This is an optimization exercise on Yosys and OpenROAD, whose aim is small area, not a production implementation.
The RTL was checked by simulation tests, not by an equivalence proof against the original design.
Power is estimated from default activity; no workload was simulated.

$ cat design/flow/flow/run.sh
#!/bin/bash
# Layout flow: the standard synthesis; then the combinational cells of its netlist are
# re-optimised for area with ABC (a few seeds in parallel, the smallest result kept), leaving the
# flip-flops as they are (same cells, same names); then the standard layout from floorplan
# on, with minimum-size port buffers and no dummy clock load.
set -euo pipefail
W=$(pwd)
R=$W/orfs/results/$FLOW_PLATFORM/VGA/base
LIB=$FLOW_HOME/platforms/$FLOW_PLATFORM/lib/sky130_fd_sc_hd__tt_025C_1v80.lib
YOSYS=$FLOW_HOME/../tools/install/yosys/bin/yosys
[ -x "$YOSYS" ] || YOSYS=yosys

bash standard.sh synth > $W/1_standard_synth.log 2>&1
cp $R/1_2_yosys.v $W/standard_synth.v

mkdir -p $W/resynth
run_one() {
  local tag=$1 pre=$2 opt=$3
  local d=$W/resynth/$tag
  mkdir -p $d
  printf 'strash\n%s\n&get -n\n&deepsyn %s\n&put\ndch -f\namap\ntopo\n' "$pre" "$opt" > $d/script.abc
  cat > $d/resynth.ys <<EOC
read_liberty -ignore_miss_func $LIB
read_verilog $W/standard_synth.v
hierarchy -top $FLOW_TOP
setattr -mod -set blackbox 1 sky130_fd_sc_hd__dfxtp_1
flatten
delete t:\\\$scopeinfo
opt_clean -purge
abc -script $d/script.abc -liberty $LIB -dont_use *probe* -dont_use *lpflow* -dont_use *clkbuf* -dont_use *dly* -dont_use *clkinv*
opt_clean -purge
hilomap -singleton -hicell sky130_fd_sc_hd__conb_1 HI -locell sky130_fd_sc_hd__conb_1 LO
tee -o $d/stat.txt stat -liberty $LIB
write_verilog -noattr -nohex -nodec $d/out.v
EOC
  timeout 1200 $YOSYS -l $W/2_resynth_$tag.log $d/resynth.ys > /dev/null 2>&1 || true
}
# two rounds of four ABC runs (different seeds and starting structures)
run_one r0 "balance" "-I 4 -T 60 -S 0" &
run_one r1 "balance" "-I 4 -T 60 -S 7" &
run_one r2 "balance" "-I 4 -T 60 -S 13" &
run_one r3 "balance" "-I 4 -T 60 -S 21" &
wait
run_one r4 "dc2" "-I 4 -T 60 -S 0" &
run_one r5 "dc2" "-I 4 -T 60 -S 7" &
run_one r6 "dc2" "-I 4 -T 60 -S 13" &
run_one r7 "dc2" "-I 4 -T 60 -S 21" &
wait
best=""; bestA=""
for d in $W/resynth/r*; do
  [ -s $d/out.v ] || continue
  a=$(awk '/Chip area/ {print $NF}' $d/stat.txt | tail -1)
  [ -n "$a" ] || continue
  echo "$(basename $d) $a" >> $W/2_resynth_areas.txt
  if [ -z "$best" ] || awk -v a=$a -v b=$bestA 'BEGIN{exit !(a<b)}'; then best=$d; bestA=$a; fi
done
echo "kept $best ($bestA)" >> $W/2_resynth_areas.txt
cp $best/out.v $R/1_2_yosys.v
rm -f $R/1_synth.odb $R/1_synth.sdc

bash standard.sh "BUFFER_PORTS_ARGS=-buffer_cell sky130_fd_sc_hd__buf_1" \
  "CTS_ARGS=-sink_clustering_enable -repair_clock_nets -buf_list sky130_fd_sc_hd__clkbuf_8 -dont_use_dummy_load" \
  finish > $W/3_standard_layout.log 2>&1
$ cat design/flow/standard.sh
#!/bin/bash
# synth_recipe.tcl (not shown) runs the flow's synth.tcl, then flattens the netlist and writes it again
# the make line also repeats each setting of config.mk as NAME=value (left out here)
make -C /OpenROAD-flow-scripts/flow DESIGN_CONFIG=/design/flow/config.mk WORK_HOME=/design/flow/orfs CLKGATE_MAP_FILE= SYNTH_SCRIPT=/design/flow/synth_recipe.tcl "${@:-finish}"
$ cat design/flow/config.mk
export PLATFORM = sky130hd
export DESIGN_NAME = VGA
export DESIGN_NICKNAME = VGA
export VERILOG_FILES = /design/flow/design.v
export SDC_FILE = /design/flow/constraint.sdc
export NUM_CORES = 4
export LEC_CHECK = 0
export ABC_AREA = 1
export CAP_MARGIN = 20
export CORE_MARGIN = 2
export CORE_UTILIZATION = 40
export CTS_BUF_LIST = sky130_fd_sc_hd__clkbuf_8
export SLEW_MARGIN = 20
$ cat design/flow/constraint.sdc
create_clock -name core_clock -period 20.0 [get_ports {clk}]
set_input_delay 4.0000 -clock core_clock [delete_from_list [all_inputs] [get_ports {clk}]]
set_output_delay 4.0000 -clock core_clock [all_outputs]
set_load 0.01 [all_outputs]
$ cat design/flow/design.v
module VGA(clk, rst, VGA_HS, VGA_VS ,VGA_R, VGA_G, VGA_B,VGA_BLANK_N,VGA_CLOCK, player, result_in, result,  state);
	input 				clk, rst;
	input		[1:0]		state;
	input 	[1:0]  	player;
	input 	[1:0] 	result;
	input 	[17:0] 	result_in;
	output 				VGA_HS, VGA_VS;
	output 				VGA_BLANK_N, VGA_CLOCK;
	output  [7:0] 	VGA_R, VGA_G, VGA_B;
	localparam [2:0] C_Z = 3'd0, C_BG = 3'd1, C_GR = 3'd2, C_BL = 3'd3, C_RD = 3'd4, C_WH = 3'd5;
	reg			pclk;		 
	reg	[1:0]	hs;		 
	reg	[7:0]	ho;		 
	reg	[1:0]	vs;		 
	reg	[7:0]	vo;		 
	reg			loaded;
	reg	[2:0]	code;
	function [5:0] t40;
		input [5:0] p;
		case (p)
			6'd0: t40 = 6'd63;
			6'd1: t40 = 6'd63;
			6'd2: t40 = 6'd63;
			6'd3: t40 = 6'd63;
			6'd4: t40 = 6'd63;
			6'd5: t40 = 6'd63;
			6'd6: t40 = 6'd63;
			6'd7: t40 = 6'd63;
			6'd8: t40 = 6'd63;
			6'd9: t40 = 6'd63;
			6'd10: t40 = 6'd63;
			6'd11: t40 = 6'd63;
			6'd12: t40 = 6'd63;
			6'd13: t40 = 6'd63;
			6'd14: t40 = 6'd63;
			6'd15: t40 = 6'd63;
			6'd16: t40 = 6'd63;
			6'd17: t40 = 6'd63;
			6'd18: t40 = 6'd63;
			6'd19: t40 = 6'd63;
			6'd20: t40 = 6'd63;
			6'd21: t40 = 6'd63;
			6'd22: t40 = 6'd63;
			6'd23: t40 = 6'd63;
			6'd24: t40 = 6'd63;
			6'd25: t40 = 6'd63;
			6'd26: t40 = 6'd63;
			6'd27: t40 = 6'd63;
			6'd28: t40 = 6'd63;
			6'd29: t40 = 6'd28;
			6'd30: t40 = 6'd27;
			6'd31: t40 = 6'd26;
			6'd32: t40 = 6'd25;
			6'd33: t40 = 6'd23;
			6'd34: t40 = 6'd22;
			6'd35: t40 = 6'd20;
			6'd36: t40 = 6'd18;
			6'd37: t40 = 6'd16;
			6'd38: t40 = 6'd13;
			6'd39: t40 = 6'd9;
			6'd40: t40 = 6'd1;
			default: t40 = 6'd0;
		endcase
	endfunction
	function [5:0] t30;
		input [5:0] p;
		case (p)
			6'd0: t30 = 6'd63;
			6'd1: t30 = 6'd63;
			6'd2: t30 = 6'd63;
			6'd3: t30 = 6'd63;
			6'd4: t30 = 6'd63;
			6'd5: t30 = 6'd63;
			6'd6: t30 = 6'd63;
			6'd7: t30 = 6'd63;
			6'd8: t30 = 6'd63;
			6'd9: t30 = 6'd63;
			6'd10: t30 = 6'd63;
			6'd11: t30 = 6'd63;
			6'd12: t30 = 6'd63;
			6'd13: t30 = 6'd63;
			6'd14: t30 = 6'd63;
			6'd15: t30 = 6'd63;
			6'd16: t30 = 6'd63;
			6'd17: t30 = 6'd63;
			6'd18: t30 = 6'd63;
			6'd19: t30 = 6'd63;
			6'd20: t30 = 6'd63;
			6'd21: t30 = 6'd63;
			6'd22: t30 = 6'd21;
			6'd23: t30 = 6'd20;
			6'd24: t30 = 6'd19;
			6'd25: t30 = 6'd17;
			6'd26: t30 = 6'd15;
			6'd27: t30 = 6'd14;
			6'd28: t30 = 6'd11;
			6'd29: t30 = 6'd8;
			6'd30: t30 = 6'd1;
			default: t30 = 6'd0;
		endcase
	endfunction
	function [5:0] t20;
		input [5:0] p;
		case (p)
			6'd0: t20 = 6'd63;
			6'd1: t20 = 6'd63;
			6'd2: t20 = 6'd63;
			6'd3: t20 = 6'd63;
			6'd4: t20 = 6'd63;
			6'd5: t20 = 6'd63;
			6'd6: t20 = 6'd63;
			6'd7: t20 = 6'd63;
			6'd8: t20 = 6'd63;
			6'd9: t20 = 6'd63;
			6'd10: t20 = 6'd63;
			6'd11: t20 = 6'd63;
			6'd12: t20 = 6'd63;
			6'd13: t20 = 6'd63;
			6'd14: t20 = 6'd63;
			6'd15: t20 = 6'd14;
			6'd16: t20 = 6'd13;
			6'd17: t20 = 6'd11;
			6'd18: t20 = 6'd9;
			6'd19: t20 = 6'd7;
			6'd20: t20 = 6'd1;
			default: t20 = 6'd0;
		endcase
	endfunction
	wire pix_en = pclk;
	wire hend = (hs == 2'd0) ? (&{ho[7], ho[5], ho[3:0]}) : (hs == 2'd3) ? (&{ho[7:5], ho[3], ho[1]}) : (&ho[7:4]);
	wire lend = (hs == 2'd3) && (&{ho[7:5], ho[3], ho[1]});
	wire vend = (vs == 2'd0) ? (&vo[5:2]) : (&{vo[7], vo[4:0]});
	wire vwrap = (vs == 2'd3) && (&{vo[7], vo[4]});
	wire h0 = (hs == 2'd0) && (ho[7:5] == 3'd0) && (ho[3:0] == 4'd0);
	always @(posedge clk) begin
		if (!rst) begin
			pclk <= 1'b1;
			hs <= 2'd0;
			ho <= 8'd16;
			vs <= 2'd0;
			vo <= 8'd0;
			loaded <= 1'b0;
		end else begin
			pclk <= ~pclk;
			loaded <= 1'b1;
			if (pix_en) begin
				if (hend) begin
					hs <= hs + 2'd1;
					ho <= (hs == 2'd3) ? 8'd16 : (hs == 2'd0) ? 8'd20 : 8'd28;
				end else
					ho <= ho + 8'd1;
				if (vwrap) begin
					vs <= 2'd0;
					vo <= 8'd0;
				end else if (lend) begin
					if (vend) begin
						vs <= vs + 2'd1;
						vo <= 8'd0;
					end else
						vo <= vo + 8'd1;
				end
			end
		end
	end
	assign VGA_CLOCK = pclk;
	assign VGA_HS = ~((hs == 2'd0) && !ho[7] && (ho[6:5] != 2'd0));
	assign VGA_VS = ~((vs == 2'd0) && (h0 ? (vo == 8'd11 || vo == 8'd12) : (vo == 8'd10 || vo == 8'd11)));
	assign VGA_BLANK_N = (hs != 2'd0) && (vs != 2'd0 || vo >= 8'd45);
	wire hmid = (hs == 2'd1) || (hs == 2'd2);
	wire vmid = (vs == 2'd1) || (vs == 2'd2);
	wire vline = hmid && ho >= 8'd229 && !(&ho[7:4]);
	wire hline = vmid && (h0 ? (vo >= 8'd140 && vo <= 8'd150) : (vo >= 8'd139 && vo <= 8'd149));
	wire st0 = (state == 2'd0);
	wire [7:0] hc = st0 ? (ho[7] ? 8'd178 : 8'd78) : 8'd128;
	wire [7:0] du = ho - hc;
	wire [7:0] dx = du ^ {8{du[7]}};
	wire [6:0] a = dx[6:0] + du[7];
	wire vneg = (vo[7:6] == 2'b00);
	wire [6:0] vx = {1'b0, vo[5:0] ^ {6{vneg}}} + vneg;
	wire [6:0] b = {vx[6] | vo[7], vx[5:0]};
	wire [5:0] m = a[5:0];
	wire [6:0] df = {1'b0, m} - {1'b0, b[5:0]};
	wire [5:0] p = df[6] ? b[5:0] : m;
	wire [5:0] q = df[6] ? m : b[5:0];
	wire r_out = q < t40(p);
	wire r_in = q < (st0 ? t20(p) : t30(p));
	wire ring = r_out && !r_in;
	wire inr = !a[6] && !b[6];
	wire ubox = du[7] ? (m <= 6'd46) : (m <= 6'd42);
	wire vbox = (b[5:0] <= 6'd39);
	wire crs = df[6] ? (df >= (st0 ? 7'd113 : 7'd123)) : (df <= (st0 ? 7'd15 : 7'd5));
	reg [1:0] cellv;
	always @* begin
		case ({vs, hs})
			4'b0101: cellv = result_in[1:0];
			4'b0110: cellv = result_in[3:2];
			4'b0111: cellv = result_in[5:4];
			4'b1001: cellv = result_in[7:6];
			4'b1010: cellv = result_in[9:8];
			4'b1011: cellv = result_in[11:10];
			4'b1101: cellv = result_in[13:12];
			4'b1110: cellv = result_in[15:14];
			4'b1111: cellv = result_in[17:16];
			default: cellv = 2'b00;
		endcase
	end
	reg [2:0] nxt;
	always @* begin
		nxt = code;
		if (state == 2'd0) begin
			nxt = C_BG;
			if ((hs == 2'd2) && (vs == 2'd2) && inr && (ho[7] ? (ubox && vbox && crs) : ring)) nxt = loaded ? C_WH : C_Z;
		end else if (state == 2'd1) begin
			if (vline || hline) nxt = loaded ? C_GR : C_Z;
			else nxt = loaded ? C_WH : C_Z;
			if (cellv == 2'b01 && inr && ring) nxt = loaded ? C_BL : C_Z;
			if (cellv == 2'b10 && inr && ubox && vbox && crs) nxt = loaded ? C_RD : C_Z;
		end else if (state == 2'd2) begin
			if (result == 2'b01) nxt = loaded ? C_BL : C_Z;
			else if (result == 2'b10) nxt = loaded ? C_RD : C_Z;
			else if (result == 2'b00) nxt = loaded ? C_GR : C_Z;
		end
	end
	always @(posedge clk) begin
		if (!rst) code <= C_Z;
		else if (pix_en) code <= nxt;
	end
	reg [23:0] rgb;
	always @* begin
		case (code)
			C_BG: rgb = 24'h64A682;
			C_GR: rgb = 24'hCACACA;
			C_BL: rgb = 24'h2E77AE;
			C_RD: rgb = 24'hCA1F3D;
			C_WH: rgb = 24'hFFFFFF;
			default: rgb = 24'h000000;
		endcase
	end
	assign {VGA_R, VGA_G, VGA_B} = rgb;
endmodule
==> results of run 1 <==
-- metrics by stage --
step	hold WS [ps]	total power (W)	worst slack, ps	cell area (um2)
global placement	458	0.000109	9110	2610
detailed placement	457	0.000109	9080	2610
global route	495	0.000149	8200	2650
finish	491	0.000138	9120	2650
floorplan	440	0.0000943	10530	2330
CTS	492	0.000138	9360	2650
-- cell usage in the layout, fill, tap and decap left out, types with 5 or more instances in the layout --
cell type  instances
o21ai_0           35
a311oi_1           5
a21oi_1           23
buf_1             51
nor4_1             7
o22ai_1           22
nor3_1            16
nor2_1            99
a211oi_1          12
nand2_1           34
inv_1             61
a22oi_1            6
or2_0              5
dfxtp_1           25
a31oi_1            5
and3_1             6
-- state kept, by name, indices dropped and copies added (netlist names) --
register,cells
ho,8
vo,8
code,3
hs,2
vs,2
loaded,1
pclk,1
-- layer usage --
metal | vias to the layer above | share of wire [%] | track usage, % | routed length, um
li1 | 1522 | - | - | -
met1 | 1325 | 47 | 31.1 | 3330
met2 | 128 | 44 | 36.7 | 3060
met3 | 10 | 7.6 | 2.13 | 534
met4 | 0 | 1.4 | 5.76 | 95
met5 | - | 0 | 0 | 0
-- worst paths after layout --
path | start | end | slack (ps) | cells past startpoint
worst max-delay path | state[0] | code[0] | 9120 | 36
worst min-delay path | pclk | pclk | 490 | 1
worst max register to register | ho[7] | code[0] | 11980 | 37
worst min register to register | pclk | pclk | 490 | 1
-- where the power goes --
part	switching [W]	internal [W]	leakage [nW]
logic	0.0000353	0.0000189	0.797
clock network	0.0000151	0.0000135	0.0216
registers	0.00000329	0.0000517	0.204
total	0.0000536	0.0000841	1.02
-- layout make-up --
type | count | area (um2) | share of cell area (%)
flip-flops and latches | 25 | 500 | 18.9
clock buffers | 3 | 41.3 | 1.56
inverters | 61 | 229 | 8.64
well taps | 72 | 90.1 | 3.40
repair buffers | 51 | 191 | 7.22
multi-input cells | 309 | 1600 | 60.3
==> summary.md, run 1 <==
| Metric | Value |
|---|---|
| Worst setup EP type | flop |
| Hold Path Class | reg2reg |
| Final hold violation count | 0 |
| Data arrival time of the worst path | 11030 ps |
| Final non-filler cell total | 521 |
| Cts hold-fix bufs | 0 |
| WP buf/inv | 7 |
| Post-detailed-route wirelength per cell | 13.5 um |
| Placed cells | between 500 and 600 |
| First-pass GRT wire length | 11.7 mm |
| Slew headroom | between 50 and 60% |
| Antenna diodes | 0 |
| Slowest stage cell, crit path | a21oi_1 |
| Initial Util | 41.8% |
| Buffers on Ports | 51 |
| Status | complete, no violations |
| Worst Path Required | 20150 ps |
| Number of global-route vias before repair | 2625 |
| Maximum vdd ir drop | 0.0231 mV |
| Worst skew pair latency | 270 ps |
| Synth warnings | 1 |
| Final period utilization | 54.4% |
| GRT Total Usage | 22.3% |
| Initial antenna violation count | 0 |
| NumNets Final | 477 |
| Width of the die | 80.3 um |
| Max Clock Freq | 91.9 MHz |
| Starting DRT DRC Count | between 200 and 250 |
| Total number of clock tree sinks | 25 |
| Gate Count Post-Synth | 395 |
| Unrepaired setup endpoints after global routing | no |
| Post-CTS resize count | 0 |
| Core Box Area | 5570 um2 |
| CP dominant cell by count | o21ai_0 |
| Power per Cell Area | 52.0 nW/um2 |
| Final wirelength | approximately 7.0 mm |
| CP Launch Type | primary input |
| # DRC | 0 |
| DPL Wire Length | 5.57 mm |
| Total gr overflow | 0 |
| Pleak | 1.02 nW |
| Setup TNS | 0 ps |
| Setup CP Type | in2reg |
| CTS root buffer | clkbuf_8 |
| Largest net degree at the start of global routing | 16 |
| CP peak stage delay | approximately 600 ps |
| # setup viols final | 0 |
| Syn Nets | 421 |
| I/O Pins | 54 |
| CTS Buf Count | 3 |
| Share of cells above drive strength 1 | less than 1% |
| Fillcell total | approximately 600 |
| Period minus WS final | 10880 ps |
| Clk pin slew, worst setup/hold paths | 100 ps |
| Vias post-DR | ~3000 |
| Placer Congestion | between 0.9 and 1 |
| Cell Rows | 27 |
| Slew @ Worst Pin | 742 ps |
| Max-cap violation count | 0 |
| Mean Syn Cell Area | approximately 5.9 um2 |
| Drt first pass iters | 5 |
| Clock tree buffer depth | 2 |
| Setup Fix Bufs, Post-CTS | 0 |
| TritonCTS clock tree | done |
| Max-slew violations | 0 |
| Worst Skew | 23.7 ps |
| Die ar. | 6450 um2 |
| Mapped cell area | 2330 um2 |
| Area grow syn2layout | 13.9% |
| Post-route core utilization | 47.6% |
| CP delay by family, top | compound AO/OA/AOI/OAI gates |
| Via density | 5.73 |
| CTS H-Tree Depth | 1 |
| Post-DRT Antenna Nets | 0 |
| Die H | 80.3 um |
| Crit Path Max Fanout | 11 |
==> run 2: changes to the inputs <==
--- a/design/flow/flow/run.sh
+++ b/design/flow/flow/run.sh
@@ -18,7 +18,7 @@
   local tag=$1 pre=$2 opt=$3
   local d=$W/resynth/$tag
   mkdir -p $d
-  printf 'strash\n%s\n&get -n\n&deepsyn %s\n&put\ndch -f\namap\ntopo\n' "$pre" "$opt" > $d/script.abc
+  printf 'strash\n%s\n&get -n\n&deepsyn %s\n&put\ndch -f\namap -F 100\ntopo\n' "$pre" "$opt" > $d/script.abc
   cat > $d/resynth.ys <<EOC
 read_liberty -ignore_miss_func $LIB
 read_verilog $W/standard_synth.v
==> summary.md, run 2 <==
| Metric | Value |
|---|---|
| Status | complete, no violations (unchanged) |
| Initial antenna violation count | 0 (unchanged) |
| R2R cell count | 38 (was 37) |
| Dpl cell area | 2560 um2 (was 2610 um2) |
| Switching Fraction | 39.3% (was 38.9%) |
| DPL Wire Length | 5.61 mm (was 5.57 mm) |
| Worst Skew | 15.7 ps (was 23.7 ps) |
| Worst skew pair latency | 270 ps (about the same) |
| Total gr overflow | 0 (unchanged) |
| Core Box Area | 5510 um2 (was 5570 um2) |
| Most frequent cells in the layout | 69 x nor2_1, 62 x inv_1, 51 x buf_1, 34 x o21ai_0, 32 x a21oi_1 (was 99 x nor2_1, 61 x inv_1, 51 x buf_1, 35 x o21ai_0, 34 x nand2_1) |
| CTS root buffer | clkbuf_8 (unchanged) |
| Hold path depth | 2 (was 1) |
| Via density | 5.93 (was 5.73) |
| Initial Util | 41.4% (was 41.8%) |
| CP Launch Type | primary input (unchanged) |
| Placer Congestion | 0.999 (was 0.918) |
| Worst Path Required | 20180 ps (was 20150 ps) |
| Internal Power | 0.0000859 W (was 0.0000841 W) |
| Buffers on Ports | 51 (unchanged) |
| Fillcell total | 600 (was 601) |
| Mapped cell area | 2280 um2 (was 2330 um2) |
| Clock tree buffer depth | 2 (unchanged) |
| Power per Cell Area | 54.3 nW/um2 (was 52.0 nW/um2) |
| Slowest stage cell, crit path | o21ai_0 (was a21oi_1) |
| CP dominant cell by count | nor2_1 (was o21ai_0) |
| CTS Buf Count | 3 (unchanged) |
| Setup WS post-layout | 8550 ps (was 9120 ps) |
| CP peak stage delay | 810 ps (was 600 ps) |
| Pre-CTS setup slack | 8560 ps (was 9080 ps) |
| Setup TNS | 0 ps (unchanged) |
| Cell Rows | 27 (unchanged) |
| Max Clock Freq | 87.3 MHz (was 91.9 MHz) |
| First-pass GRT wire length | 11.5 mm (was 11.7 mm) |
| Largest net degree at the start of global routing | 15 (was 16) |
| NumNets Final | 448 (was 477) |
| TritonCTS clock tree | done (unchanged) |
| Vias post-DR | 2916 (was 2985) |
| Max-cap violation count | 0 (unchanged) |
| Flop-to-flop setup slack | 11440 ps (was 11980 ps) |
| Worst r2r dst | code[2] (was code[0]) |
| Post-DRT Antenna Nets | 0 (unchanged) |
| Post-CTS resize count | 0 (unchanged) |
| Sequential cell fraction of total power | 38.6% (was 40.0%) |
| Number of global-route vias before repair | 2493 (was 2625) |
| CTS H-Tree Depth | 1 (unchanged) |
| Final period utilization | 57.2% (was 54.4%) |
| Pleak | 0.972 nW (was 1.02 nW) |
| Slew headroom | 29.5% (was 50.5%) |
| Synth warnings | 1 (unchanged) |
| Worst setup EP type | flop (unchanged) |
| I/O Pins | 54 (unchanged) |
| Antenna diodes | 0 (unchanged) |
| Hold_sp | vs[1] (was pclk) |
| Clock power frac | 20.5% (was 20.7%) |
| Final hold violation count | 0 (unchanged) |
| Unrepaired setup endpoints after global routing | no (unchanged) |
| Post-detailed-route wirelength per cell | 14.2 um (was 13.5 um) |
| Setup Fix Bufs, Post-CTS | 0 (unchanged) |
| Total number of clock tree sinks | 25 (unchanged) |
| Drt first pass iters | 5 (unchanged) |
| # DRC | 0 (unchanged) |
| Setup CP Type | in2reg (unchanged) |
| Hold path endpoint | vs[1] (was pclk) |
| Post-route core utilization | 47.3% (was 47.6%) |
| Comb pwr share | 40.9% (was 39.3%) |
| Data arrival time of the worst path | 11620 ps (was 11030 ps) |
| Cts hold-fix bufs | 0 (unchanged) |
| Sw Pwr | 0.0000556 W (was 0.0000536 W) |
| Fin area | 2600 um2 (was 2650 um2) |
| Area grow syn2layout | 14.2% (was 13.9%) |
| Die H | 79.5 um (was 80.3 um) |
| Final wirelength | 6.96 mm (was 7.02 mm) |
| Share of cells above drive strength 1 | 0.714% (was 0.668%) |
| Regs by FF count | ho: 8 flops, vo: 8 flops, code: 3 flops (unchanged) |
| Width of the die | 79.5 um (was 80.3 um) |
| Commonest non-fill, non-tap cell in the layout | nor2_1 (unchanged) |
| Die ar. | 6320 um2 (was 6450 um2) |
| Maximum vdd ir drop | 0.0298 mV (was 0.0231 mV) |
| Slew @ Worst Pin | 1050 ps (was 742 ps) |
| Max-slew violations | 0 (unchanged) |
| Crit Path Max Fanout | 10 (was 11) |
| Hold Slack | 522 ps (was 491 ps) |
| Clk pin slew, worst setup/hold paths | 90 ps (was 100 ps) |
| Starting DRT DRC Count | 249 (was 225) |
| Period minus WS final | 11450 ps (was 10880 ps) |
| Mean Syn Cell Area | 6.23 um2 (was 5.89 um2) |
| GRT Total Usage | 22.4% (was 22.3%) |
| Hold Path Class | reg2reg (unchanged) |
| Syn Nets | 392 (was 421) |
| Gate Count Post-Synth | 366 (was 395) |
| FF-to-FF Start | ho[7] (unchanged) |
| # setup viols final | 0 (unchanged) |
-- run 2: metrics by stage --
step,total power (W),std cells
2_1_floorplan,0.0000967,366
3_3_place_gp,0.000112,489
3_5_place_dp,0.000112,489
4_1_cts,0.000141,492
5_1_grt,0.000152,492
6_report,0.000141,492
-- run 2: worst max-delay path by stage --
stage               startpoint      end  depth (start not counted)
floorplan             state[0]  code[2]                         42
global placement      state[0]  code[2]                         40
detailed placement    state[0]  code[2]                         40
CTS                   state[0]  code[2]                         40
global route          state[0]  code[2]                         43
finish                state[0]  code[2]                         39
-- run 2: final cells by class --
| type | instances | area, um2 | share of cell area (%) |
|---|---|---|---|
| Clock buffer | 3 | 41.3 | 1.59 |
| Timing Repair Buffer | 51 | 191 | 7.35 |
| Sequential cell | 25 | 500 | 19.2 |
| Inverter | 62 | 233 | 8.94 |
| Tap cell | 72 | 90.1 | 3.46 |
| Multi-Input combinational cell | 279 | 1550 | 59.4 |
-- run 2: routing by layer --
metal / global-route usage (%) / wire length (um) / share of wire (%)
met5: 0 / 0 / 0
met4: 4.66 / 83 / 1.2
met3: 3.73 / 468 / 6.7
met2: 35.8 / 3060 / 44
met1: 31.5 / 3350 / 48
-- run 2: power groups by stage --
stage	Combinational, W	Clock (W)	Sequential, W
4_1_cts	0.0000566	0.0000299	0.0000545
3_3_place_gp	0.0000561	0	0.0000557
3_5_place_dp	0.0000564	0	0.0000557
6_report	0.0000578	0.0000289	0.0000547
5_1_grt	0.0000641	0.0000324	0.0000551
2_1_floorplan	0.0000417	0	0.0000550
-- run 2: worst max-delay path: cells and delay by family --
family / cells / cell delay, ps
buffers and inverters: 7 / 1300
AND/OR/NAND/NOR: 11 / 1530
AO/OA/AOI/OAI: 21 / 4800
==> run 3: changes to the inputs <==
--- a/design/flow/design.v
+++ b/design/flow/design.v
@@ -209,17 +209,18 @@
 		nxt = code;
 		if (state == 2'd0) begin
 			nxt = C_BG;
-			if ((hs == 2'd2) && (vs == 2'd2) && inr && (ho[7] ? (ubox && vbox && crs) : ring)) nxt = loaded ? C_WH : C_Z;
+			if ((hs == 2'd2) && (vs == 2'd2) && inr && (ho[7] ? (ubox && vbox && crs) : ring)) nxt = C_WH;
 		end else if (state == 2'd1) begin
-			if (vline || hline) nxt = loaded ? C_GR : C_Z;
-			else nxt = loaded ? C_WH : C_Z;
-			if (cellv == 2'b01 && inr && ring) nxt = loaded ? C_BL : C_Z;
-			if (cellv == 2'b10 && inr && ubox && vbox && crs) nxt = loaded ? C_RD : C_Z;
+			if (vline || hline) nxt = C_GR;
+			else nxt = C_WH;
+			if (cellv == 2'b01 && inr && ring) nxt = C_BL;
+			if (cellv == 2'b10 && inr && ubox && vbox && crs) nxt = C_RD;
 		end else if (state == 2'd2) begin
-			if (result == 2'b01) nxt = loaded ? C_BL : C_Z;
-			else if (result == 2'b10) nxt = loaded ? C_RD : C_Z;
-			else if (result == 2'b00) nxt = loaded ? C_GR : C_Z;
+			if (result == 2'b01) nxt = C_BL;
+			else if (result == 2'b10) nxt = C_RD;
+			else if (result == 2'b00) nxt = C_GR;
 		end
+		if (!loaded) nxt = (state == 2'd0) ? C_BG : C_Z;
 	end
 	always @(posedge clk) begin
 		if (!rst) code <= C_Z;
==> summary.md, run 3 <==
| Metric | Value |
|---|---|
| Status | complete, no violations (unchanged) |
| Max-cap violation count | 0 (unchanged) |
| Initial Util | 41.3% (was 41.4%) |
| Final hold violation count | 0 (unchanged) |
| Setup Fix Bufs, Post-CTS | 0 (unchanged) |
| Post-DRT Antenna Nets | 0 (unchanged) |
| Data arrival time of the worst path | 11930 ps (was 11620 ps) |
| Clock tree buffer depth | 2 (unchanged) |
| Commonest non-fill, non-tap cell in the layout | nor2_1 (unchanged) |
| Cts hold-fix bufs | 0 (unchanged) |
| Slew @ Worst Pin | 801 ps (was 1050 ps) |
| Hold Path Class | reg2reg (unchanged) |
| Flop-to-flop setup slack | 12160 ps (was 11440 ps) |
| CP peak stage delay | 650 ps (was 810 ps) |
| Cell Rows | 27 (unchanged) |
| Share of cells above drive strength 1 | 0.708% (was 0.714%) |
| Total number of clock tree sinks | 25 (unchanged) |
| Setup TNS | 0 ps (unchanged) |
| Core Box Area | 5510 um2 (unchanged) |
| Starting DRT DRC Count | 238 (was 249) |
| Max-slew violations | 0 (unchanged) |
| NumNets Final | 452 (was 448) |
| Crit Path Max Fanout | 14 (was 10) |
| Post-CTS resize count | 0 (unchanged) |
| Mapped cell area | 2270 um2 (was 2280 um2) |
| Antenna diodes | 0 (unchanged) |
| Buffers on Ports | 51 (unchanged) |
| Gate Count Post-Synth | 370 (was 366) |
| FF-to-FF Start | ho[3] (was ho[7]) |
| CTS Buf Count | 3 (unchanged) |
| Setup WS post-layout | 8270 ps (was 8550 ps) |
| Number of global-route vias before repair | 2470 (was 2493) |
| # setup viols final | 0 (unchanged) |
| Max Clock Freq | 85.3 MHz (was 87.3 MHz) |
| Worst skew pair latency | 270 ps (about the same) |
| Initial antenna violation count | 0 (unchanged) |
| Worst setup EP type | flop (unchanged) |
| R2R cell count | 31 (was 38) |
| Mean Syn Cell Area | 6.14 um2 (was 6.23 um2) |
| Die ar. | 6300 um2 (was 6320 um2) |
| CP Launch Type | primary input (unchanged) |
| Clk pin slew, worst setup/hold paths | 90 ps (about the same) |
| Pre-CTS setup slack | 8120 ps (was 8560 ps) |
| Maximum vdd ir drop | 0.0379 mV (was 0.0298 mV) |
| Via density | 5.78 (was 5.93) |
| Post-detailed-route wirelength per cell | 13.6 um (was 14.2 um) |
| Area grow syn2layout | 14.2% (about the same) |
| Vias post-DR | 2867 (was 2916) |
| Register area | 500 um2 (unchanged) |
| Hold path depth | 2 (unchanged) |
| Period minus WS final | 11730 ps (was 11450 ps) |
| Unrepaired setup endpoints after global routing | no (unchanged) |
| Area of the multi-input gates | 1550 um2 (about the same) |
| Worst r2r dst | code[2] (unchanged) |
| Slew headroom | 46.4% (was 29.5%) |
| Width of the die | 79.4 um (was 79.5 um) |
| CTS H-Tree Depth | 1 (unchanged) |
| CP startpoint | state[0] (unchanged) |
| Fillcell total | 600 (unchanged) |
| DPL Wire Length | 5.42 mm (was 5.61 mm) |
| Setup CP Type | in2reg (unchanged) |
| Synth warnings | 1 (unchanged) |
| Final period utilization | 58.6% (was 57.2%) |
| Syn Nets | 396 (was 392) |
| Regs by FF count | ho: 8 flops, vo: 8 flops, code: 3 flops (unchanged) |
| Final wirelength | 6.75 mm (was 6.96 mm) |
| Slowest stage cell, crit path | a31oi_1 (was o21ai_0) |
| First-pass GRT wire length | 11.2 mm (was 11.5 mm) |
| Pleak | 0.978 nW (was 0.972 nW) |
| Largest net degree at the start of global routing | 15 (unchanged) |
| GRT Total Usage | 21.5% (was 22.4%) |
| TritonCTS clock tree | done (unchanged) |
| Worst Skew | 2.17 ps (was 15.7 ps) |
| Drt first pass iters | 5 (unchanged) |
| Most frequent cells in the layout | 82 x nor2_1, 58 x inv_1, 51 x buf_1, 44 x o21ai_0, 26 x a21oi_1 (was 69 x nor2_1, 62 x inv_1, 51 x buf_1, 34 x o21ai_0, 32 x a21oi_1) |
| CTS root buffer | clkbuf_8 (unchanged) |
| I/O Pins | 54 (unchanged) |
| # DRC | 0 (unchanged) |
| Worst Path Required | 20200 ps (was 20180 ps) |
| Placer Congestion | 0.894 (was 0.999) |
| Hold_sp | code[2] (was vs[1]) |
| Power per Cell Area | 56.0 nW/um2 (was 54.3 nW/um2) |
| Total gr overflow | 0 (unchanged) |
| Die H | 79.4 um (was 79.5 um) |
| Hold path endpoint | code[2] (was vs[1]) |
[run 3: final cells by class]
type                            instances  area share [%]
Timing Repair Buffer                   51            7.38
Tap cell                               72            3.47
Inverter                               58            8.39
Sequential cell                        25            19.3
Multi-Input combinational cell        287            59.9
Clock buffer                            3            1.59
[run 3: power breakdown]
part / switching (W) / total, W / internal, W
sequential: 0.00000177 / 0.0000529 / 0.0000512
combinational: 0.0000403 / 0.0000627 / 0.0000224
clock: 0.0000161 / 0.0000296 / 0.0000135
total: 0.0000582 / 0.000145 / 0.0000871
[run 3: critical path, delay by kind of cell]
| kind | cells | cell delay [ps] |
|---|---|---|
| buffers and inverters | 6 | 1460 |
| AOI/OAI and AO/OA | 18 | 5510 |
| and+or+nand+nor | 7 | 960 |
[run 3: worst max-delay path by stage]
| stage | to | slack [ps] | cells after the start |
|---|---|---|---|
| floorplan | code[2] | 10290 | 30 |
| global placement | code[2] | 8290 | 31 |
| detailed placement | code[2] | 8120 | 31 |
| CTS | code[2] | 8400 | 31 |
| global route | code[2] | 7420 | 31 |
| finish | code[2] | 8270 | 31 |
[run 3: through the flow]
step                      std cells  total power, W  hold slack [ps]  util (%)  instance area (um2)
final                           496        0.000145              508      47.1                 2590
after CTS                       496        0.000145              508      47.1                 2590
after global routing            496        0.000157              530      47.1                 2590
after detailed placement        493        0.000116              495      46.4                 2550
after global placement          493        0.000115              496      46.4                 2550
after floorplan                 370        0.000100              463         -                 2270
[run 3: metal layers]
layer,global-route usage [%],up-vias,wire length [um]
met2,36.2,124,3020
met1,30.2,1267,3180
met5,0,-,0
li1,-,1470,-
met4,3.79,0,36
met3,2.15,6,514
==> run 4: changes to the inputs <==
--- a/design/flow/flow/run.sh
+++ b/design/flow/flow/run.sh
@@ -14,14 +14,16 @@
 cp $R/1_2_yosys.v $W/standard_synth.v
 
 mkdir -p $W/resynth
+# run_one TAG INPUT_NETLIST PRE DEEPSYN_OPTIONS: one ABC run on the combinational cells of
+# INPUT_NETLIST, written to resynth/TAG/out.v with its area in resynth/TAG/stat.txt
 run_one() {
-  local tag=$1 pre=$2 opt=$3
+  local tag=$1 in=$2 pre=$3 opt=$4
   local d=$W/resynth/$tag
   mkdir -p $d
   printf 'strash\n%s\n&get -n\n&deepsyn %s\n&put\ndch -f\namap -F 100\ntopo\n' "$pre" "$opt" > $d/script.abc
   cat > $d/resynth.ys <<EOC
 read_liberty -ignore_miss_func $LIB
-read_verilog $W/standard_synth.v
+read_verilog $in
 hierarchy -top $FLOW_TOP
 setattr -mod -set blackbox 1 sky130_fd_sc_hd__dfxtp_1
 flatten
@@ -35,25 +37,38 @@
 EOC
   timeout 1200 $YOSYS -l $W/2_resynth_$tag.log $d/resynth.ys > /dev/null 2>&1 || true
 }
-# two rounds of four ABC runs (different seeds and starting structures)
-run_one r0 "balance" "-I 4 -T 60 -S 0" &
-run_one r1 "balance" "-I 4 -T 60 -S 7" &
-run_one r2 "balance" "-I 4 -T 60 -S 13" &
-run_one r3 "balance" "-I 4 -T 60 -S 21" &
+# pick_best: the smallest result so far, in $best (folder) and $bestA (area)
+best=""; bestA=""
+pick_best() {
+  for d in $W/resynth/*; do
+    [ -s $d/out.v ] || continue
+    a=$(awk '/Chip area/ {print $NF}' $d/stat.txt | tail -1)
+    [ -n "$a" ] || continue
+    if [ -z "$best" ] || awk -v a=$a -v b=$bestA 'BEGIN{exit !(a<b)}'; then best=$d; bestA=$a; fi
+  done
+  echo "best so far $(basename $best) $bestA" >> $W/2_resynth_areas.txt
+}
+run_one a0 $W/standard_synth.v balance "-I 4 -T 60 -S 0" &
+run_one a1 $W/standard_synth.v balance "-I 4 -T 60 -S 7" &
+run_one a2 $W/standard_synth.v balance "-I 4 -T 60 -S 13" &
+run_one a3 $W/standard_synth.v balance "-I 4 -T 60 -S 21" &
 wait
-run_one r4 "dc2" "-I 4 -T 60 -S 0" &
-run_one r5 "dc2" "-I 4 -T 60 -S 7" &
-run_one r6 "dc2" "-I 4 -T 60 -S 13" &
-run_one r7 "dc2" "-I 4 -T 60 -S 21" &
+pick_best
+cp $best/out.v $W/round1_best.v
+run_one b0 $W/round1_best.v balance "-I 4 -T 60 -S 3" &
+run_one b1 $W/round1_best.v balance "-I 4 -T 60 -S 7" &
+run_one b2 $W/round1_best.v balance "-I 4 -T 60 -S 11" &
+run_one b3 $W/round1_best.v balance "-I 4 -T 60 -S 17" &
 wait
-best=""; bestA=""
-for d in $W/resynth/r*; do
-  [ -s $d/out.v ] || continue
-  a=$(awk '/Chip area/ {print $NF}' $d/stat.txt | tail -1)
-  [ -n "$a" ] || continue
-  echo "$(basename $d) $a" >> $W/2_resynth_areas.txt
-  if [ -z "$best" ] || awk -v a=$a -v b=$bestA 'BEGIN{exit !(a<b)}'; then best=$d; bestA=$a; fi
-done
+pick_best
+cp $best/out.v $W/round2_best.v
+run_one c0 $W/round2_best.v balance "-I 4 -T 60 -S 5" &
+run_one c1 $W/round2_best.v balance "-I 4 -T 60 -S 9" &
+run_one c2 $W/round2_best.v balance "-I 4 -T 60 -S 19" &
+run_one c3 $W/round2_best.v balance "-I 4 -T 60 -S 23" &
+wait
+pick_best
+for d in $W/resynth/*; do echo "$(basename $d) $(awk '/Chip area/ {print $NF}' $d/stat.txt | tail -1)" >> $W/2_resynth_areas.txt; done
 echo "kept $best ($bestA)" >> $W/2_resynth_areas.txt
 cp $best/out.v $R/1_2_yosys.v
 rm -f $R/1_synth.odb $R/1_synth.sdc
==> summary.md, run 4 <==
| Metric | Value |
|---|---|
| Status | complete, no violations (unchanged) |
| Clock tree buffer depth | 2 (unchanged) |
| CTS Buf Count | 3 (unchanged) |
| Placer Congestion | 0.932 (was 0.894) |
| Gate Count Post-Synth | 358 (was 370) |
| Period minus WS final | 10560 ps (was 11730 ps) |
| Via density | 5.86 (was 5.78) |
| Core Box Area | 5440 um2 (was 5510 um2) |
| CP peak stage delay | 650 ps (about the same) |
| Top Layer Used | met4 (unchanged) |
| Max-slew violations | 0 (unchanged) |
| Setup TNS | 0 ps (unchanged) |
| Max Clock Freq | 94.7 MHz (was 85.3 MHz) |
| Slowest stage cell, crit path | o21ai_0 (was a31oi_1) |
| Synth warnings | 1 (unchanged) |
| Flop-to-flop setup slack | 13100 ps (was 12160 ps) |
| Power Total | 0.000131 W (was 0.000145 W) |
| Area of the multi-input gates | 1480 um2 (was 1550 um2) |
| Unrepaired setup endpoints after global routing | no (unchanged) |
| Width of the die | 78.4 um (was 79.4 um) |
| Final hold violation count | 0 (unchanged) |
| Post-detailed-route wirelength per cell | 13.8 um (was 13.6 um) |
| CTS H-Tree Depth | 1 (unchanged) |
| Total number of clock tree sinks | 25 (unchanged) |
| Post-CTS resize count | 0 (unchanged) |
| Initial Util | 40.7% (was 41.3%) |
| Mean Syn Cell Area | 6.19 um2 (was 6.14 um2) |
| Initial antenna violation count | 0 (unchanged) |
| Setup Fix Bufs, Post-CTS | 0 (unchanged) |
| Worst Path Required | 20140 ps (was 20200 ps) |
| Starting DRT DRC Count | 246 (was 238) |
| Register area | 500 um2 (unchanged) |
| GRT Total Usage | 21.9% (was 21.5%) |
| Cell Rows | 27 (unchanged) |
| Worst setup endpoint | code[2] (unchanged) |
| Met1 WL | 3.21 mm (was 3.18 mm) |
| Vias post-DR | 2835 (was 2867) |
| Number of global-route vias before repair | 2418 (was 2470) |
| Instance count on the critical path | 33 (was 31) |
| Die H | 78.4 um (was 79.4 um) |
| # DRC | 0 (unchanged) |
| WL met2 | 2.96 mm (was 3.02 mm) |
| # setup viols final | 0 (unchanged) |
| Pleak | 0.969 nW (was 0.978 nW) |
| Syn Nets | 384 (was 396) |
| Total gr overflow | 0 (unchanged) |
| Placed cells | 481 (was 493) |
| Met3 WL | 322 um (was 514 um) |
| Clk pin slew, worst setup/hold paths | 80 ps (was 90 ps) |
| Mapped cell area | 2210 um2 (was 2270 um2) |
| Regs by FF count | ho: 8 flops, vo: 8 flops, code: 3 flops (unchanged) |
| Worst skew pair latency | 270 ps (about the same) |
| NumNets Final | 440 (was 452) |
| Setup CP Type | in2reg (unchanged) |
| Power per Cell Area | 51.4 nW/um2 (was 56.0 nW/um2) |
| Final wirelength | 6.66 mm (was 6.75 mm) |
| Worst Skew | 2.77 ps (was 2.17 ps) |
| Max-cap violation count | 0 (unchanged) |
| CP startpoint | state[0] (unchanged) |
| Hold Path Class | reg2reg (unchanged) |
| Die ar. | 6150 um2 (was 6300 um2) |
| CP delay by family, top | compound AO/OA/AOI/OAI gates (unchanged) |
| Worst setup EP type | flop (unchanged) |
| FF-to-FF Start | ho[7] (was ho[3]) |
| DPL Wire Length | 5.33 mm (was 5.42 mm) |
| CTS root buffer | clkbuf_8 (unchanged) |
| Area grow syn2layout | 14.9% (was 14.2%) |
| First-pass GRT wire length | 11.1 mm (was 11.2 mm) |
| I/O Pins | 54 (unchanged) |
| Fillcell total | 607 (was 600) |
| Worst r2r dst | code[2] (unchanged) |
| Most frequent cells in the layout | 64 x inv_1, 53 x nor2_1, 51 x buf_1, 46 x o21ai_0, 29 x nand2_1 (was 82 x nor2_1, 58 x inv_1, 51 x buf_1, 44 x o21ai_0, 26 x a21oi_1) |
| Post-DRT Antenna Nets | 0 (unchanged) |
| Slew headroom | 45.8% (was 46.4%) |
| Share of cells above drive strength 1 | 0.971% (was 0.708%) |
| Crit Path Max Fanout | 14 (unchanged) |
| TritonCTS clock tree | done (unchanged) |
| Final period utilization | 52.8% (was 58.6%) |
| Post-route core utilization | 46.8% (was 47.1%) |
| Drt first pass iters | 6 (was 5) |
| Final non-filler cell total | 484 (was 496) |
| Commonest non-fill, non-tap cell in the layout | inv_1 (was nor2_1) |
| Largest net degree at the start of global routing | 15 (unchanged) |
| Antenna diodes | 0 (unchanged) |
| CP Launch Type | primary input (unchanged) |
| Cts hold-fix bufs | 0 (unchanged) |
| R2R cell count | 30 (was 31) |
| Slew @ Worst Pin | 804 ps (was 801 ps) |
| Maximum vdd ir drop | 0.0274 mV (was 0.0379 mV) |
| Buffers on Ports | 51 (unchanged) |
| WP buf/inv | 5 (was 6) |
| Data arrival time of the worst path | 10710 ps (was 11930 ps) |
## run 4: power breakdown
part	switching, W	internal (W)
Combinational	0.0000313	0.0000165
Clock	0.0000160	0.0000135
Sequential	0.00000220	0.0000512
## run 4: final cells by class
type                       count  area share, %
inverter                      64           9.44
sequential                    25           19.7
timing repair buffer          51           7.52
tap                           72           3.54
multi-input combinational    269           58.2
clock buffer                   3           1.62
## run 4: worst min-delay path by stage
stage,start,to,slack [ps],depth (start not counted)
3_5_place_dp,loaded,code[1],490,2
6_report,loaded,code[1],500,2
4_1_cts,loaded,code[1],500,2
5_1_grt,loaded,code[1],530,2
2_1_floorplan,loaded,code[1],460,2
3_3_place_gp,loaded,code[1],490,2
## run 4: layer usage
metal	GRT usage, %	up-vias
met1	30.2	1293
met2	35.0	86
met4	8.07	0
li1	-	1439
met3	2.53	17
met5	0	-
## run 4: metrics by stage
stage	setup WS, ps	cell area, um2	hold WS (ps)
3_5_place_dp	9200	2500	489
4_1_cts	9440	2540	501
5_1_grt	8370	2540	534
2_1_floorplan	11040	2210	458
6_report	9440	2540	503
3_3_place_gp	9370	2500	491
## run 4: worst min-delay path, stage by stage, from the launching register on
cell,delay [ps]
dfxtp_1,320
nand2_1,70
o22ai_1,70
==> run 5: changes to the inputs <==
--- a/design/flow/flow/run.sh
+++ b/design/flow/flow/run.sh
@@ -68,6 +68,13 @@
 run_one c3 $W/round2_best.v balance "-I 4 -T 60 -S 23" &
 wait
 pick_best
+cp $best/out.v $W/round3_best.v
+run_one d0 $W/round3_best.v balance "-I 4 -T 60 -S 2" &
+run_one d1 $W/round3_best.v balance "-I 4 -T 60 -S 29" &
+run_one d2 $W/round3_best.v dc2 "-I 4 -T 60 -S 5" &
+run_one d3 $W/round3_best.v dc2 "-I 4 -T 60 -S 13" &
+wait
+pick_best
 for d in $W/resynth/*; do echo "$(basename $d) $(awk '/Chip area/ {print $NF}' $d/stat.txt | tail -1)" >> $W/2_resynth_areas.txt; done
 echo "kept $best ($bestA)" >> $W/2_resynth_areas.txt
 cp $best/out.v $R/1_2_yosys.v
==> summary.md, run 5 <==
| Metric | Value |
|---|---|
| Status | complete, no violations (unchanged) |
| Share of cells above drive strength 1 | 0.682% (was 0.971%) |
| Max-slew violations | 0 (unchanged) |
| Clock tree buffer depth | 2 (unchanged) |
| Commonest non-fill, non-tap cell in the layout | nor2_1 (was inv_1) |
| Vias post-DR | 2883 (was 2835) |
| Placed cells | 509 (was 481) |
| CTS Buf Count | 3 (unchanged) |
| Maximum vdd ir drop | 0.0305 mV (was 0.0274 mV) |
| Width of the die | 79.2 um (was 78.4 um) |
| Initial antenna violation count | 0 (unchanged) |
| Initial Util | 41.4% (was 40.7%) |
| Post-DRT Antenna Nets | 0 (unchanged) |
| Pre-CTS setup slack | 9490 ps (was 9200 ps) |
| CP Launch Type | primary input (unchanged) |
| Area grow syn2layout | 14.3% (was 14.9%) |
| Setup CP Type | in2reg (unchanged) |
| DPL Wire Length | 5.49 mm (was 5.33 mm) |
| TritonCTS clock tree | done (unchanged) |
| Power per Cell Area | 50.6 nW/um2 (was 51.4 nW/um2) |
| Power Total | 0.000131 W (about the same) |
| Max Clock Freq | 96.3 MHz (was 94.7 MHz) |
| R2R cell count | 33 (was 30) |
| Crit Path Max Fanout | 15 (was 14) |
| Worst skew pair latency | 270 ps (about the same) |
| Total number of clock tree sinks | 25 (unchanged) |
| # DRC | 0 (unchanged) |
| Total gr overflow | 0 (unchanged) |
| Placer Congestion | 0.872 (was 0.932) |
| Worst Skew | 11.3 ps (was 2.77 ps) |
| Cell Rows | 27 (unchanged) |
| Final non-filler cell total | 512 (was 484) |
| Largest net degree at the start of global routing | 16 (was 15) |
| Final wirelength | 6.83 mm (was 6.66 mm) |
| Number of global-route vias before repair | 2573 (was 2418) |
| First-pass GRT wire length | 11.7 mm (was 11.1 mm) |
| GRT Total Usage | 22.3% (was 21.9%) |
| Slew @ Worst Pin | 755 ps (was 804 ps) |
| I/O Pins | 54 (unchanged) |
| Die ar. | 6280 um2 (was 6150 um2) |
| Cts hold-fix bufs | 0 (unchanged) |
| Gate Count Post-Synth | 386 (was 358) |
| Core Box Area | 5470 um2 (was 5440 um2) |
| Pleak | 0.956 nW (was 0.969 nW) |
| Die H | 79.2 um (was 78.4 um) |
| Synth warnings | 1 (unchanged) |
| Worst setup EP type | flop (unchanged) |
| Final hold violation count | 0 (unchanged) |
| Max-cap violation count | 0 (unchanged) |
| Drt first pass iters | 5 (was 6) |
| CTS root buffer | clkbuf_8 (unchanged) |
| Period minus WS final | 10390 ps (was 10560 ps) |
| Slowest stage cell, crit path | o311ai_0 (was o21ai_0) |
| Mean Syn Cell Area | 5.86 um2 (was 6.19 um2) |
| CP peak stage delay | 650 ps (about the same) |
| Regs by FF count | ho: 8 flops, vo: 8 flops, code: 3 flops (unchanged) |
| Slew headroom | 49.0% (was 45.8%) |
| Most frequent cells in the layout | 85 x nor2_1, 64 x inv_1, 51 x buf_1, 45 x o21ai_0, 33 x nand2_1 (was 64 x inv_1, 53 x nor2_1, 51 x buf_1, 46 x o21ai_0, 29 x nand2_1) |
| Syn Nets | 412 (was 384) |
| CP dominant cell by count | nor2_1 |
| Hold path depth | 2 (unchanged) |
| Fillcell total | 615 (was 607) |
| Clk pin slew, worst setup/hold paths | 90 ps (was 80 ps) |
| Setup WS post-layout | 9610 ps (was 9440 ps) |
| Antenna diodes | 0 (unchanged) |
| Via density | 5.63 (was 5.86) |
| NumNets Final | 468 (was 440) |
| Starting DRT DRC Count | 154 (was 246) |
| Setup TNS | 0 ps (unchanged) |
| Post-CTS resize count | 0 (unchanged) |
| CTS H-Tree Depth | 1 (unchanged) |
| Setup Fix Bufs, Post-CTS | 0 (unchanged) |
| Unrepaired setup endpoints after global routing | no (unchanged) |
| Final period utilization | 51.9% (was 52.8%) |
| Buffers on Ports | 51 (unchanged) |
| Data arrival time of the worst path | 10570 ps (was 10710 ps) |
| Hold Path Class | reg2reg (unchanged) |
| Post-detailed-route wirelength per cell | 13.3 um (was 13.8 um) |
| Mapped cell area | 2260 um2 (was 2210 um2) |
| # setup viols final | 0 (unchanged) |
| Worst Path Required | 20190 ps (was 20140 ps) |
-- run 5: cell type report --
cell class                 count  area (um2)  share of cell area (%)
clock buffer                   3        41.3                    1.60
sequential                    25         500                    19.4
multi-input combinational    297        1520                    58.9
timing repair buffer          51         191                    7.40
inverter                      64         240                    9.29
tap                           72        90.1                    3.48
-- run 5: final timing paths --
| check | from | slack [ps] | end |
|---|---|---|---|
| worst max-delay path | state[0] | 9610 | code[2] |
| worst min-delay path | vo[7] | 540 | vo[7] |
| worst max register to register | ho[7] | 12720 | code[2] |
| worst min register to register | vo[7] | 540 | vo[7] |
-- run 5: critical path, delay by kind of cell --
kind	cells	cell delay (ps)
compound gates	17	4410
buf+inv	4	1210
simple gates	8	930
-- run 5: stage by stage --
| stage | hold WS, ps | util (%) | cell area, um2 |
|---|---|---|---|
| floorplan | 479 | - | 2260 |
| global placement | 516 | 46.5 | 2540 |
| detailed placement | 523 | 46.5 | 2540 |
| CTS | 540 | 47.3 | 2590 |
| global route | 571 | 47.3 | 2590 |
| finish | 541 | 47.3 | 2590 |
-- run 5: power by group --
group          total (W)  internal [W]  leakage (nW)  switching (W)
Sequential     0.0000535     0.0000512         0.203     0.00000236
Combinational  0.0000482     0.0000164         0.731      0.0000317
Clock          0.0000291     0.0000135        0.0216      0.0000157
-- run 5: per-layer routing --
| metal | share of wire [%] | track usage [%] | up-vias |
|---|---|---|---|
| li1 | - | - | 1491 |
| met1 | 47 | 30.0 | 1287 |
| met2 | 46 | 36.5 | 95 |
| met3 | 5.9 | 4.55 | 10 |
| met4 | 1.4 | 5.69 | 0 |
| met5 | 0 | 0 | - |

-- separate check: timing with driven ports --
The results above use ideal ports. As a check the final layouts listed here were re-extracted and re-timed, cells and wires unchanged. Step 1 assumes that a clkbuf_16 drives the clock port and a buf_2 every other input. Step 2 adds t to the input delays and takes it off the output delays; t is the mean of the earliest and latest rising clock arrival at the registers after step 1. Input paths then give back, and output paths get back, about the clock's delay inside the block. Three values: ideal, step 1, step 2; two values: the first two.
run	t, ns	setup slack, ns	worst register clock-pin slew, ns	worst data-port slew with drivers (ns)
run 1	0.290	9.120 / 9.122 / 8.832	0.10 / 0.10	0.04
run 2	0.291	8.552 / 8.553 / 8.262	0.09 / 0.09	0.03
run 3	0.293	8.271 / 8.274 / 7.981	0.09 / 0.09	0.04
run 4	0.297	9.437 / 9.441 / 9.143	0.09 / 0.09	0.03
run 5	0.290	9.612 / 9.615 / 9.324	0.09 / 0.09	0.03
After both steps every run listed still meets setup and hold. For run 4, which loses most, drivers alone change the setup slack by +0.004 ns; drivers and shift together by -0.294 ns.
